This design comes from an exercise in tuning for small area, a short achievable clock period and few clock cycles on the open sky130 flow, not from production work. In this exercise RTL edits were held to simulation tests only and were not proved equivalent to the original. Power figures rest on the tool's default switching activity, not on a simulated workload.

==> flow/design.v <==
module axi_stream_insert_header #(
	parameter DATA_WD 		= 32,
	parameter DATA_BYTE_WD 	= DATA_WD / 8,
	parameter BYTE_CNT_WD 	= $clog2(DATA_BYTE_WD)
) (
	input clk,
	input rst_n,
	input 							valid_in,
	input 	[DATA_WD-1 : 0] 		data_in,
	input 	[DATA_BYTE_WD-1 : 0] 	keep_in,
	input 							last_in,
	output 							ready_in,
	output 							valid_out,
	output 	[DATA_WD-1 : 0] 		data_out,
	output 	[DATA_BYTE_WD-1:0] 		keep_out,
	output 							last_out,
	input 							ready_out,
	input 							valid_insert,
	input 	[DATA_WD-1 : 0] 		header_insert,
	input 	[DATA_BYTE_WD-1 : 0] 	keep_insert,
	input 	[BYTE_CNT_WD : 0] 		byte_insert_cnt,
	output 							ready_insert
);
	reg			e;			 
	reg			fl;			 
	reg			pend;		 
	reg	[3:0]	m;			 
	reg	[2:1]	fk;			 
	reg	[31:0]	rem;
	wire		ne		= ~e;
	wire		nfl		= ~fl;
	wire		strm	= ~e & ~fl & ~pend;
	wire		owed	= pend | fl;
	wire [2:0]	nq		= ~(m[2:0] & {nfl, nfl, 1'b1});	 
	wire		np1		= fl & ~fk[1];
	wire		np2		= fl & ~fk[2];
	wire [2:0]	nv;
	ahi_a21oi u_nv0 (.a1(m[1]), .a2(keep_in[0]), .b1(pend), .y(nv[0]));
	ahi_nand2 u_nv1 (.a(m[2]), .b(keep_in[1]), .y(nv[1]));
	ahi_nand2 u_nv2 (.a(m[3]), .b(keep_in[2]), .y(nv[2]));
	wire		ri_x, ri_y, ri_b;
	ahi_nand4 u_ri_x (.a(nv[0]), .b(nv[1]), .c(nv[2]), .d(valid_in), .y(ri_x));
	ahi_nand2 u_ri_y (.a(ready_out), .b(last_in), .y(ri_y));
	ahi_nand2 u_ri_b (.a(ready_out), .b(fl), .y(ri_b));
	ahi_o211ai u_ri (.a1(ri_x), .a2(ri_y), .b1(ne), .c1(ri_b), .y(ready_insert));
	wire		lz;
	ahi_nand4 u_lz (.a(nv[0]), .b(nv[1]), .c(nv[2]), .d(last_in), .y(lz));
	ahi_nand2 u_last (.a(nfl), .b(lz), .y(last_out));
	ahi_and2 u_rin (.a(ready_out), .b(strm), .y(ready_in));
	ahi_a21o u_vout (.a1(valid_in), .a2(ne), .b1(owed), .y(valid_out));
	assign keep_out[3] = 1'b1;
	wire [2:0]	kt;
	ahi_nor2 u_kt2 (.a(nq[0]), .b(keep_in[2]), .y(kt[2]));
	ahi_o22ai u_kt1 (.a1(nq[0]), .a2(keep_in[1]), .b1(nq[1]), .b2(keep_in[2]), .y(kt[1]));
	ahi_o222ai u_kt0 (.a1(nq[0]), .a2(keep_in[0]), .b1(nq[1]), .b2(keep_in[1]), .c1(nq[2]), .c2(keep_in[2]), .y(kt[0]));
	ahi_a21oi u_k2 (.a1(last_in), .a2(kt[2]), .b1(np2), .y(keep_out[2]));
	ahi_a21oi u_k1 (.a1(last_in), .a2(kt[1]), .b1(np1), .y(keep_out[1]));
	ahi_a21oi u_k0 (.a1(last_in), .a2(kt[0]), .b1(fl), .y(keep_out[0]));
	wire [63:0]	win		= {rem, data_in};
	wire [4:0]	sel		= {pend, m};
	genvar gj;
	generate
		for (gj = 0; gj < 32; gj = gj + 1) begin : g_out
			wire t01, t23, t4;
			ahi_a22oi u_t01 (.a1(sel[0]), .a2(win[gj]), .b1(sel[1]), .b2(win[gj + 8]), .y(t01));
			ahi_a22oi u_t23 (.a1(sel[2]), .a2(win[gj + 16]), .b1(sel[3]), .b2(win[gj + 24]), .y(t23));
			ahi_nand2 u_t4 (.a(sel[4]), .b(win[gj + 32]), .y(t4));
			ahi_nand3 u_o (.a(t01), .b(t23), .c(t4), .y(data_out[gj]));
		end
	endgenerate
	wire		take_h	= valid_insert & ready_insert;
	wire		take_d	= valid_in & ready_in;
	wire		hs		= valid_out & ready_out;
	always @(posedge clk or negedge rst_n) begin
		if (!rst_n) begin
			e		<= 1'b1;
			fl		<= 1'b0;
			pend	<= 1'b0;
			m		<= 4'd0;
		end else if (take_h) begin
			e		<= 1'b0;
			fl		<= 1'b0;
			pend	<= keep_insert[3];
			m		<= {keep_insert[2] & ~keep_insert[3], keep_insert[1] & ~keep_insert[2],
						~keep_insert[1], 1'b0};
		end else if (hs) begin
			if (fl | strm & ~lz) begin
				e		<= 1'b1;
				fl		<= 1'b0;
			end else if (pend) begin
				pend	<= 1'b0;
				m		<= 4'b0001;
			end else if (last_in) begin
				fl		<= 1'b1;
			end
		end
	end
	always @(posedge clk) begin
		if (take_d)
			fk <= {m[2] & keep_in[0] | m[3] & keep_in[1], m[3] & keep_in[0]};
	end
	wire		en		= e | ready_out & (fl | pend | valid_in);
	wire		hsel	= e | fl | ~lz;
	always @(posedge clk) begin
		if (en) begin
			rem[23:0]	<= hsel ? header_insert[23:0] : data_in[23:0];
			rem[31:24]	<= header_insert[31:24];
		end
	end
endmodule
module ahi_nand2 (input a, input b, output y);
	assign y = ~(a & b);
endmodule
module ahi_nand3 (input a, input b, input c, output y);
	assign y = ~(a & b & c);
endmodule
module ahi_nand4 (input a, input b, input c, input d, output y);
	assign y = ~(a & b & c & d);
endmodule
module ahi_nor2 (input a, input b, output y);
	assign y = ~(a | b);
endmodule
module ahi_and2 (input a, input b, output y);
	assign y = a & b;
endmodule
module ahi_a21o (input a1, input a2, input b1, output y);
	assign y = a1 & a2 | b1;
endmodule
module ahi_a21oi (input a1, input a2, input b1, output y);
	assign y = ~(a1 & a2 | b1);
endmodule
module ahi_a22oi (input a1, input a2, input b1, input b2, output y);
	assign y = ~(a1 & a2 | b1 & b2);
endmodule
module ahi_o211ai (input a1, input a2, input b1, input c1, output y);
	assign y = ~((a1 | a2) & b1 & c1);
endmodule
module ahi_o22ai (input a1, input a2, input b1, input b2, output y);
	assign y = ~((a1 | a2) & (b1 | b2));
endmodule
module ahi_o222ai (input a1, input a2, input b1, input b2, input c1, input c2, output y);
	assign y = ~((a1 | a2) & (b1 | b2) & (c1 | c2));
endmodule
==> flow/flow/run.sh <==
#!/bin/bash
# The standard layout, with the port buffers made of buf_1 cells
# (every input and output port still gets its own buffer) and a clock tree
# without dummy balancing loads.
set -euo pipefail
bash standard.sh "BUFFER_PORTS_ARGS=-buffer_cell sky130_fd_sc_hd__buf_1" \
  "CTS_ARGS=-sink_clustering_enable -repair_clock_nets -dont_use_dummy_load" \
  finish > standard_flow.log 2>&1
==> flow/standard.sh <==
#!/bin/bash
# synth_recipe.tcl (not shown) runs the flow's synth.tcl, then flattens the netlist and writes it again
# the make line also repeats each setting of config.mk as NAME=value (left out here)
make -C /OpenROAD-flow-scripts/flow DESIGN_CONFIG=/design/flow/config.mk WORK_HOME=/design/flow/orfs CLKGATE_MAP_FILE= SYNTH_SCRIPT=/design/flow/synth_recipe.tcl "${@:-finish}"
==> flow/config.mk <==
export PLATFORM = sky130hd
export DESIGN_NAME = axi_stream_insert_header
export DESIGN_NICKNAME = axi_stream_insert_header
export VERILOG_FILES = /design/flow/design.v
export SDC_FILE = /design/flow/constraint.sdc
export NUM_CORES = 4
export LEC_CHECK = 0
export CAP_MARGIN = 20
export CORE_MARGIN = 2
export CORE_UTILIZATION = 30
export SETUP_SLACK_MARGIN = 2.5
export SLEW_MARGIN = 20
export SYNTH_HIERARCHICAL = 1
export SYNTH_MINIMUM_KEEP_SIZE = 0
export TNS_END_PERCENT = 0
==> flow/constraint.sdc <==
create_clock -name core_clock -period 5.0 [get_ports {clk}]
set_input_delay 1.0000 -clock core_clock [delete_from_list [all_inputs] [get_ports {clk}]]
set_output_delay 1.0000 -clock core_clock [all_outputs]
set_load 0.01 [all_outputs]
==> results.txt <==
==> Yosys stat by module (local to each module, per instance), excerpt <==
module                    times used  flops+latches  cell area, µm²  cells inside
ahi_a21o                           1              0            7.51             1
ahi_a21oi                          4              0            8.76             1
ahi_a22oi                         64              0            12.5             1
ahi_and2                           1              0            6.26             1
ahi_nand3                         32              0            5.00             1
ahi_nor2                           1              0            3.75             1
ahi_o22ai                          1              0            6.26             1
axi_stream_insert_header           1             41            1800           108
==> path summary, 6_finish.rpt <==
| path | start | cells past startpoint | endpoint |
|---|---|---|---|
| max reg2reg | m[3]$_DFFE_PN0P_ | 5 | rem[20]$_DFFE_PP_ |
| max | keep_in[0] | 5 | ready_insert |
| max in group asynchronous | rst_n | 1 | e$_DFFE_PN1P_ |
| min | rst_n | 1 | m[1]$_DFFE_PN0P_ |
| min in group core_clock | e$_DFFE_PN1P_ | 2 | e$_DFFE_PN1P_ |
| min reg2reg | e$_DFFE_PN1P_ | 2 | e$_DFFE_PN1P_ |
==> logic make-up after synthesis <==
logic type             Yosys count  share of synthesized area
multiplexers                    24                      0.115
flip-flops                      41                      0.398
AND/OR/NAND/NOR                 93                      0.139
buffers and inverters           11                     0.0283
AO/OA/AOI/OAI                   84                      0.318
other                            1                    0.00125
==> timing repair <==
action,4_1_cts,5_1_grt
resized for setup,11,4
pin swaps,3,4
hold endpoints to repair,0,0
setup endpoints to repair,63,63
setup buffers,4,3
gates cloned,0,0
==> cell type report <==
cell class / count / area, µm²
Sequential cell: 41 / 1210
Timing Repair Buffer: 123 / 569
Multi-Input combinational cell: 202 / 1740
Clock buffer: 5 / 68.8
Fill cell: 1024 / 5950
Tap cell: 133 / 166
Inverter: 6 / 22.5
==> state kept, by name (all words and copies together) (netlist names) <==
| name | count |
|---|---|
| rem | 32 |
| m | 4 |
| fk | 2 |
| e | 1 |
| fl | 1 |
| pend | 1 |
==> metrics by stage <==
| step | cell area, µm² | worst slack [ps] | hold slack [ps] | instances | total power (µW) |
|---|---|---|---|---|---|
| after floorplan | 3010 | 2290 | 537 | 254 | 1800 |
| after global placement | 3560 | 2070 | 575 | 498 | 2160 |
| after detailed placement | 3560 | 2050 | 594 | 498 | 2190 |
| after CTS | 3730 | 2300 | 603 | 507 | 2480 |
| after global routing | 3780 | 2290 | 610 | 510 | 2670 |
| final | 3780 | 2350 | 607 | 510 | 2480 |
==> where the power goes <==
part / switching, µW / total (µW) / internal, µW
combinational: 772 / 1440 / 672
sequential: 270 / 844 / 575
clock: 105 / 195 / 90.1
==> per-layer routing <==
metal,track usage,vias up,share of wire
met1,0.201,1310,0.43
met4,0.0280,0,0.0072
met2,0.289,84,0.52
met5,0,-,0
li1,-,1259,-
met3,0.0269,7,0.044
==> synth_stat cells (all sizes together) (2+ instances only) <==
cell    count  area, µm²
mux2       24        345
dfrtp       6        150
edfxtp     34       1020
and2        4       25.0
a21oi       6       45.0
a22o        2       17.5
nand2      43        161
buf         4       58.8
a22oi      64        801
nor2        8       30.0
nand3      32        160
inv         6       22.5
o21ai       5       28.8
nand4       2       12.5
a32o        2       20.0
==> impl_results.md <==
- Status: no timing/DRC/antenna violations
- Syn-to-layout area delta: 25.6%
- Core area: 9730 µm²
- Tmin final: 2650 ps
- Startpoint types: primary input
- Vias per cell: 5.22
- Die X: 104 µm
- Antenna Nets Post-Route: 0
- IO Port Bufs: 114
- Final worst path period share: 0.531
- Least-Margin Pin Slew: 615 ps
- Slew headroom: 0.589
- First-pass GRT wire length: 13700 µm
- Slowest cell on the critical path: o211ai_2
- Endpoint class of the critical path: output pin
- Reg clk slew, reported paths: 70 ps
- GRT Util Overall: 0.160
- Clock Latency Late Sink: 290 ps
- Vias: 2660
- Layout Nets: 460
- R2R setup slack: 2760 ps
- VDD IR max: 275 µV
- Total wire length: 8800 µm
- Number of synthesized flops with an enable pin: 34
- Yosys warnings: 7
- Grt total ovfl: 0
- Max-slew violations: 0
- Critical path type: primary input to output pin
- Post-Synthesis Cells: 254
- Avg Synthesized Cell Area: 11.8 µm²
- Hold Vio Cnt, Final: 0
- CTS root buf: clkbuf_8
- Post-synthesis cell area: 3010 µm²
- Setup-failing EPs final: 0
- Synth async-reset ratio: 0.171
- Number of global-route vias before repair: 2622
- Top Ports: 121
- Row count: 36
- Drc violations: 0
- Pin count of the biggest net entering global routing: 37
- Synth cell types: 33
- Starting DRT DRC Count: 91
- Hold buffers post-CTS: 0
- Post-synth top flop: edfxtp_1
- DR pass1 iterations: 4
- Crit path max fanout: 2
- Clk sinks: 41
- CP delay by family, top: compound AO/OA/AOI/OAI gates
- Die Y: 104 µm
- F_max: 377 MHz
- Commonest non-fill, non-tap cells in the layout: buf_1, a22oi_2, nand2_1
- Share of layout cells above drive strength 1: 0.326
- Utilization after layout: 0.388
- Routability Congestion: 0.747
- Most common cell after layout, fill and taps aside: buf_1
- Clk_skew: 17.0 ps
- Routed len/inst: 17.3 µm
- Htree depth: 2
- Initial Utilization: 0.309
- Seq/Total Area, Yosys: 0.398
- Flops & latches, synth: 41
- Crit path buf inv count: 2
- CP max stage delay: 160 ps
- Req. time, crit path: 4000 ps
- Ant diodes: 0
- Total CTS buffers: 5
- CTS tree: yes
- Initial antenna violation count: 0
- Leakage: 0.00127 µW
- Max clock buf depth: 2
- Max-cap violations: 0
- Hold Path Class: primary input to async pin
- P per Cell Area: 658 nW/µm²
- Unrepaired setup endpoints after global routing: true
- Sum Neg Setup Slack: 0 ps
- Synthesized Nets: 335
- Critical path cell sequence: buf_8 > a21oi_4 > nand4_1 > o211ai_2 > buf_2
- HPWL Detailed: 5650 µm
- Worst Path Arrival: 1650 ps
- Die area: 10800 µm²
Testbench counts, summed over its fixed seeds: cycles 1,652.

==> re-timing with driven ports <==
The results above use ideal ports. As a check the final layout listed here was re-extracted and re-timed, cells and wires unchanged. Step 1: set_driving_cell puts a clkbuf_16 on clk and a buf_2 on each other input, an assumption about the parent block. Step 2 moves the port delays by t, midway between the first and last clock arrival at a register: inputs arrive t later, outputs are due t later. That takes back most of the time a late clock gives input paths. a / b / c = ideal ports / drivers / drivers and shift; a / b = the first two.
t, ns: 0.307
slack for setup (ns): 2.347 / 2.308 / 2.275
worst setup path at the end: input to register
worst data-port slew with drivers (ns): 0.05
pins driven straight from the clock port: 1
After both steps setup and hold are still met in this run. The setup slack of this run moves by -0.039 ns with the drivers and by -0.072 ns with both steps.
